This is an optimization exercise on Yosys and OpenROAD, whose aim is small area, not a production implementation.
At most, simulation tests tie the RTL to the original design; equivalence was not proved.
Power and IR drop assume default switching activity.

// rxm_v23_sender
module rxm_v23_sender (
input           nrst,         
input           enLatch,		 
input			rst_latch,		 
input			rst_p,			 
input			one_second_l,	 
input			gmiiClk,
input           gmiiRxDv,                                       
input  [7:0]   	gmiiRxD,                                       
input           gmiiRxErr, 
output			gmiiTxEn,	 
output [7:0]	gmiiTxDa,	 
output [7:0]	rx_data,		 
output			rx_end,			 
output			rx_da_en,		 
output			rxCrcErr,		 
output          findReset_l,
output          findDevice_l,		 
output          findDeviceEnd_l,
output			findInit_l,			 
output			findActive_l,
output			findSync_l,			 
output          findCtrl_l,
output          findEctrl_l,
output          findEdata_l,
output          findData_l,
output          findStstus_l,
output			findUnknow_l,
output			chk_pkt_cnt_l,
output [15:0]	pkt_cnt,
output [15:0]	sv_cnt,
input [15:0]	dropDaAddr,			 
output			dropDaEn,			 
output [7:0]	dropDa,				 
input [15:0]	addDaAddr,			 
output			addDaEn,			 
input [7:0]		addDa,				 
input [15:0]	dropStAddr,		 
output			dropStEn,			 
output [7:0]	dropStDa,			 
input [15:0]	addStAddr,			 
output			addStEn,			 
input [7:0]		addStDa,			 
output [15:0]	rxHostMac,		 
output [7:0]	rxLocalMac,		 
output [23:0]	rxDelayTime,	 
output [31:0]	rxCfgValue,		 
output [7:0]	rxLastCmd,		 
output [1:0]	mfc,			 
output [39:0]	rxRev,			 
output [7:0]	star_chNo,		 
input [7:0]		localMac,		 
output [15:0]	rxPacketNum,
output [15:0]	rxPacketCrcErrNum,
output [7:0]	rxDnmNum,			 
output 			localIndexAviable,	 
output [1:0]	mib_da2,
output			led_crc,			 
output			rxSfd
, output		lts					 
);
parameter       State_idle          =4'd00;
parameter       State_preamble      =4'd01;
  ...
Size in the first run: about 2200 cells after synthesis, about 520 flip-flops, roughly 370 I/O pins, about 25000 um^2 of cells after synthesis.
==> flow/config.mk <==
export PLATFORM = sky130hd
export DESIGN_NAME = rxm_v23_sender
export DESIGN_NICKNAME = rxm_v23_sender
export VERILOG_FILES = /design/flow/design.v
export SDC_FILE = /design/flow/constraint.sdc
export NUM_CORES = 4
export LEC_CHECK = 0
export CAP_MARGIN = 20
export CORE_MARGIN = 2
export CORE_UTILIZATION = 65
export PLACE_DENSITY = 0.75
export SLEW_MARGIN = 20
==> flow/constraint.sdc <==
create_clock -name core_clock -period 8.0 [get_ports {gmiiClk}]
set_input_delay 1.6000 -clock core_clock [delete_from_list [all_inputs] [get_ports {gmiiClk}]]
set_output_delay 1.6000 -clock core_clock [all_outputs]
set_load 0.01 [all_outputs]
standard.sh (not shown) runs the stock make flow with config.mk's settings and CLKGATE_MAP_FILE= SYNTH_SCRIPT=/design/flow/synth_recipe.tcl, a recipe that flattens the netlist after the stock synthesis.
==> flow/flow/run.sh <==
#!/bin/bash
# Standard ORFS layout, with small port buffers and a leaner clock tree.
set -eo pipefail
export BUFFER_PORTS_ARGS="-buffer_cell sky130_fd_sc_hd__buf_1"
export CTS_ARGS="-sink_clustering_enable -repair_clock_nets -dont_use_dummy_load -buf_list {sky130_fd_sc_hd__clkbuf_8} -sink_clustering_size 20 -sink_clustering_max_diameter 60"
bash standard.sh finish > standard_flow.log 2>&1
Next try:
==> flow/flow/run.sh (replaced) <==
#!/bin/bash
# Standard ORFS layout, with small port buffers and a leaner clock tree.
set -eo pipefail
export BUFFER_PORTS_ARGS="-buffer_cell sky130_fd_sc_hd__buf_1"
export CTS_ARGS="-sink_clustering_enable -repair_clock_nets -dont_use_dummy_load -buf_list {sky130_fd_sc_hd__clkbuf_4} -sink_clustering_size 12 -sink_clustering_max_diameter 40"
bash standard.sh finish > standard_flow.log 2>&1
Outcome:
- clock-buffer cell count increases by 32
- utilization is about the same
- clock power hardly moves
- global-route usage increases by 0.30 points
- power stays flat
- register-to-register slack gets better by 30 ps
- maximum frequency decreases by a few percent
- synthesized cell count stays the same
Function was not checked in any run of this note: the RTL went through the layout flow alone.

---

rxm_v23_sender, a different RTL version from the one above (not shown whole).
Size: roughly 490 flip-flops, ~370 I/O pins, ~21000 µm² of cells after synthesis.
==> flow/config.mk <==
export PLATFORM = sky130hd
export DESIGN_NAME = rxm_v23_sender
export DESIGN_NICKNAME = rxm_v23_sender
export VERILOG_FILES = /design/flow/design.v
export SDC_FILE = /design/flow/constraint.sdc
export NUM_CORES = 4
export LEC_CHECK = 0
export CAP_MARGIN = 20
export CORE_MARGIN = 2
export CORE_UTILIZATION = 80
export PLACE_DENSITY = 0.88
export SLEW_MARGIN = 20
==> flow/constraint.sdc <==
create_clock -name core_clock -period 8.0 [get_ports {gmiiClk}]
set_input_delay 1.6000 -clock core_clock [delete_from_list [all_inputs] [get_ports {gmiiClk}]]
set_output_delay 1.6000 -clock core_clock [all_outputs]
set_load 0.01 [all_outputs]
==> flow/flow/run.sh <==
#!/bin/bash
# Layout: the standard ORFS flow (standard.sh) with three changes:
#  1. synthesis maps the logic with a stronger ABC script (flow/abc.script, used in
#     place of ORFS's abc_speed.script) and leaves adders to ABC instead of mapping
#     them to the platform's adder cells (ADDER_MAP_FILE empty); everything else in
#     synthesis is unchanged, so the registers are the standard synthesis's.
#  2. ports are buffered with buf_1 cells.
#  3. a leaner clock tree: clkbuf_8 buffers, smaller clusters, no dummy loads.
# Each step's output goes to its own log in the work folder.
set -eo pipefail
W=$(pwd)
rm -rf "$W/scripts_abc"
cp -r "$FLOW_HOME/scripts" "$W/scripts_abc"
cp "$W/flow/abc.script" "$W/scripts_abc/abc_speed.script"
export BUFFER_PORTS_ARGS="-buffer_cell sky130_fd_sc_hd__buf_1"
export CTS_ARGS="-sink_clustering_enable -repair_clock_nets -dont_use_dummy_load -buf_list {sky130_fd_sc_hd__clkbuf_8} -sink_clustering_size 16 -sink_clustering_max_diameter 50"
ADDER_MAP_FILE= SCRIPTS_DIR="$W/scripts_abc" bash standard.sh synth > "$W/synth_flow.log" 2>&1
bash standard.sh finish > "$W/layout_flow.log" 2>&1
==> flow/flow/abc.script <==
strash
&get -n
&fraig -x
&put
scorr
dc2
dretime
strash
&get -n
&deepsyn -T 60
&dch -f
&nf -R 1000
&put
==> next run, changes <==
- CAP_MARGIN: 20 -> 5
- SLEW_MARGIN: 20 -> 5
The changed run finished but failed the layout checks on max-capacitance violations, max-slew violations; sequential cell count is unchanged; worst setup slack gets worse by 0.13 ns; core utilization falls by 0.10 points.
==> next run, changes <==
--- a/flow/flow/run.sh
+++ b/flow/flow/run.sh
@@ -6,5 +6,5 @@
 #     synthesis is unchanged, so the registers are the standard synthesis's.
 #  2. ports are buffered with buf_1 cells.
-#  3. a leaner clock tree: clkbuf_8 buffers, smaller clusters, no dummy loads.
+#  3. a leaner clock tree: clkbuf_16 buffers, smaller clusters, no dummy loads.
 # Each step's output goes to its own log in the work folder.
 set -eo pipefail
@@ -14,5 +14,5 @@
 cp "$W/flow/abc.script" "$W/scripts_abc/abc_speed.script"
 export BUFFER_PORTS_ARGS="-buffer_cell sky130_fd_sc_hd__buf_1"
-export CTS_ARGS="-sink_clustering_enable -repair_clock_nets -dont_use_dummy_load -buf_list {sky130_fd_sc_hd__clkbuf_8} -sink_clustering_size 16 -sink_clustering_max_diameter 50"
+export CTS_ARGS="-sink_clustering_enable -repair_clock_nets -dont_use_dummy_load -buf_list {sky130_fd_sc_hd__clkbuf_16} -sink_clustering_size 28 -sink_clustering_max_diameter 50"
 ADDER_MAP_FILE= SCRIPTS_DIR="$W/scripts_abc" bash standard.sh synth > "$W/synth_flow.log" 2>&1
 bash standard.sh finish > "$W/layout_flow.log" 2>&1
- CAP_MARGIN: 5 -> 20
- CORE_UTILIZATION: 80 -> 65
- PLACE_DENSITY: 0.88 -> 0.75
- SLEW_MARGIN: 5 -> 20
Effect:
- With this change the flow produced a clean layout
- setup slack got worse by 0.038 ns
- routed wire length drops by 11%
- first-iteration DRC count shrinks by 48%
- synthesized cell count stays the same
- sequential power stays flat
- clock-buffer cell count is higher by 1
- design area climbs by 2.6%
- area after synthesis is unchanged
- critical path depth fell by 4
- cell count rises by 3.0%
==> next run, changes <==
--- a/flow/flow/run.sh
+++ b/flow/flow/run.sh
@@ -6,5 +6,5 @@
 #     synthesis is unchanged, so the registers are the standard synthesis's.
 #  2. ports are buffered with buf_1 cells.
-#  3. a leaner clock tree: clkbuf_16 buffers, smaller clusters, no dummy loads.
+#  3. a leaner clock tree: clkbuf_8 buffers, smaller clusters, no dummy loads.
 # Each step's output goes to its own log in the work folder.
 set -eo pipefail
@@ -14,5 +14,5 @@
 cp "$W/flow/abc.script" "$W/scripts_abc/abc_speed.script"
 export BUFFER_PORTS_ARGS="-buffer_cell sky130_fd_sc_hd__buf_1"
-export CTS_ARGS="-sink_clustering_enable -repair_clock_nets -dont_use_dummy_load -buf_list {sky130_fd_sc_hd__clkbuf_16} -sink_clustering_size 28 -sink_clustering_max_diameter 50"
+export CTS_ARGS="-sink_clustering_enable -repair_clock_nets -dont_use_dummy_load -buf_list {sky130_fd_sc_hd__clkbuf_8} -sink_clustering_size 16 -sink_clustering_max_diameter 50"
 ADDER_MAP_FILE= SCRIPTS_DIR="$W/scripts_abc" bash standard.sh synth > "$W/synth_flow.log" 2>&1
 bash standard.sh finish > "$W/layout_flow.log" 2>&1
- CAP_MARGIN: 20 -> 5
- SLEW_MARGIN: 20 -> 5
After rerunning: The changed run finished clean. Sequential power hardly moves. Global-route usage came out lower by 0.56 points. Critical path depth is unchanged. Final cell count stays flat. Via count is about the same. Cell area goes down by 1.9%. Sequential share of layout area rose by 1.0 points. Die area stays the same. Clock-buffer cell count increases by 3. Synthesized cell count does not change. Core utilization came out lower by 1.4 points.

---

rxm_v23_sender with an RTL version that a note above also has.
Size in the first run: ~2,200 cells after synthesis, ~370 I/O pins, roughly 25,000 um^2 of cells after synthesis.
Design rxm_v23_sender, start of the top module:
module rxm_v23_sender (
input           nrst,         
input           enLatch,		 
input			rst_latch,		 
input			rst_p,			 
input			one_second_l,	 
input			gmiiClk,
input           gmiiRxDv,                                       
input  [7:0]   	gmiiRxD,                                       
input           gmiiRxErr, 
output			gmiiTxEn,	 
output [7:0]	gmiiTxDa,	 
output [7:0]	rx_data,		 
output			rx_end,			 
output			rx_da_en,		 
output			rxCrcErr,		 
output          findReset_l,
output          findDevice_l,		 
output          findDeviceEnd_l,
output			findInit_l,			 
output			findActive_l,
output			findSync_l,			 
output          findCtrl_l,
output          findEctrl_l,
output          findEdata_l,
output          findData_l,
output          findStstus_l,
output			findUnknow_l,
output			chk_pkt_cnt_l,
output [15:0]	pkt_cnt,
output [15:0]	sv_cnt,
input [15:0]	dropDaAddr,			 
output			dropDaEn,			 
output [7:0]	dropDa,				 
input [15:0]	addDaAddr,			 
output			addDaEn,			 
input [7:0]		addDa,				 
  ...
Settings: LEC_CHECK=0, CAP_MARGIN=20, CORE_MARGIN=2, CORE_UTILIZATION=40, SLEW_MARGIN=20; clock period 8.0 ns.
run.sh (not shown) runs the stock make flow with config.mk's settings and CLKGATE_MAP_FILE= SYNTH_SCRIPT=/design/flow/synth_recipe.tcl, a recipe that flattens the netlist after the stock synthesis.
Stock flow here: none of the scripts above is used.
Edit:
==> flow/flow/run.sh (new file) <==
#!/bin/bash
# Standard ORFS layout, with small port buffers and a leaner clock tree.
set -eo pipefail
export BUFFER_PORTS_ARGS="-buffer_cell sky130_fd_sc_hd__buf_1"
export CTS_ARGS="-sink_clustering_enable -repair_clock_nets -dont_use_dummy_load"
bash standard.sh finish > standard_flow.log 2>&1
==> flow/standard.sh (new file) <==
#!/bin/bash
# synth_recipe.tcl (not shown) runs the flow's synth.tcl, then flattens the netlist and writes it again
# the make line also repeats each setting of config.mk as NAME=value (left out here)
make -C /OpenROAD-flow-scripts/flow DESIGN_CONFIG=/design/flow/config.mk WORK_HOME=/design/flow/orfs CLKGATE_MAP_FILE= SYNTH_SCRIPT=/design/flow/synth_recipe.tcl "${@:-finish}"
removed: flow/run.sh
Result: Clock skew came out higher by 0.021 ns. Sequential share of layout area climbs by 4.2 points. Setup slack gets better by 0.78 ns. Maximum frequency came out higher by 22%. Die area is unchanged. Total power decreases by 7.2%. Final area drops by 9.0%. Cell count shrinks by 1.3%. Hold slack improves by 0.045 ns. Non-clock buffer count climbs by 2. Wire length decreases by 4.3%.
Function was not checked in any run of this note: the RTL went through the layout flow alone.

-- separate check: timing with driven ports --
Ports are ideal in the flow. The routed layouts listed here were re-timed in OpenROAD.
Step 1: set_driving_cell puts a clkbuf_16 on gmiiClk and a buf_2 on each other input, an assumption about the parent block.
Step 2 moves the port delays by t, midway between the first and last clock arrival at a register: inputs arrive t later, outputs are due t later. That takes back most of the time a late clock gives input paths.
Three values: ideal, step 1, step 2; two values: the first two.
run | t (ns) | slack for setup (ns) | worst register clock-pin slew, ns | worst slew at a driven data input, ns | pins driven straight from the clock port
the first run of note 1 | 0.657 | 4.362 / 4.340 / 4.240 | 0.12 / 0.12 | 0.06 | 1
the second run of note 1 | 0.807 | 4.266 / 4.211 / 4.231 | 0.12 / 0.12 | 0.06 | 1
the first run of note 2 | 0.598 | 4.082 / 4.082 / 3.728 | 0.11 / 0.11 | 0.07 | 1
the second run of note 2 | 0.603 | 3.947 / 3.947 / 3.696 | 0.11 / 0.11 | 0.06 | 1
the third run of note 2 | 0.571 | 3.910 / 3.937 / 3.367 | 0.08 / 0.08 | 0.09 | 1
the fourth run of note 2 | 0.586 | 3.977 / 3.989 / 3.411 | 0.10 / 0.10 | 0.11 | 1
the first run of note 3 | 0.687 | 3.660 / 3.630 / 3.630 | 0.07 / 0.07 | 0.06 | 1
the second run of note 3 | 0.649 | 4.437 / 4.415 / 4.415 | 0.06 / 0.06 | 0.08 | 1
For the fourth run of note 2, which loses most, drivers alone change the setup slack by +0.012 ns; drivers and shift together by -0.566 ns.
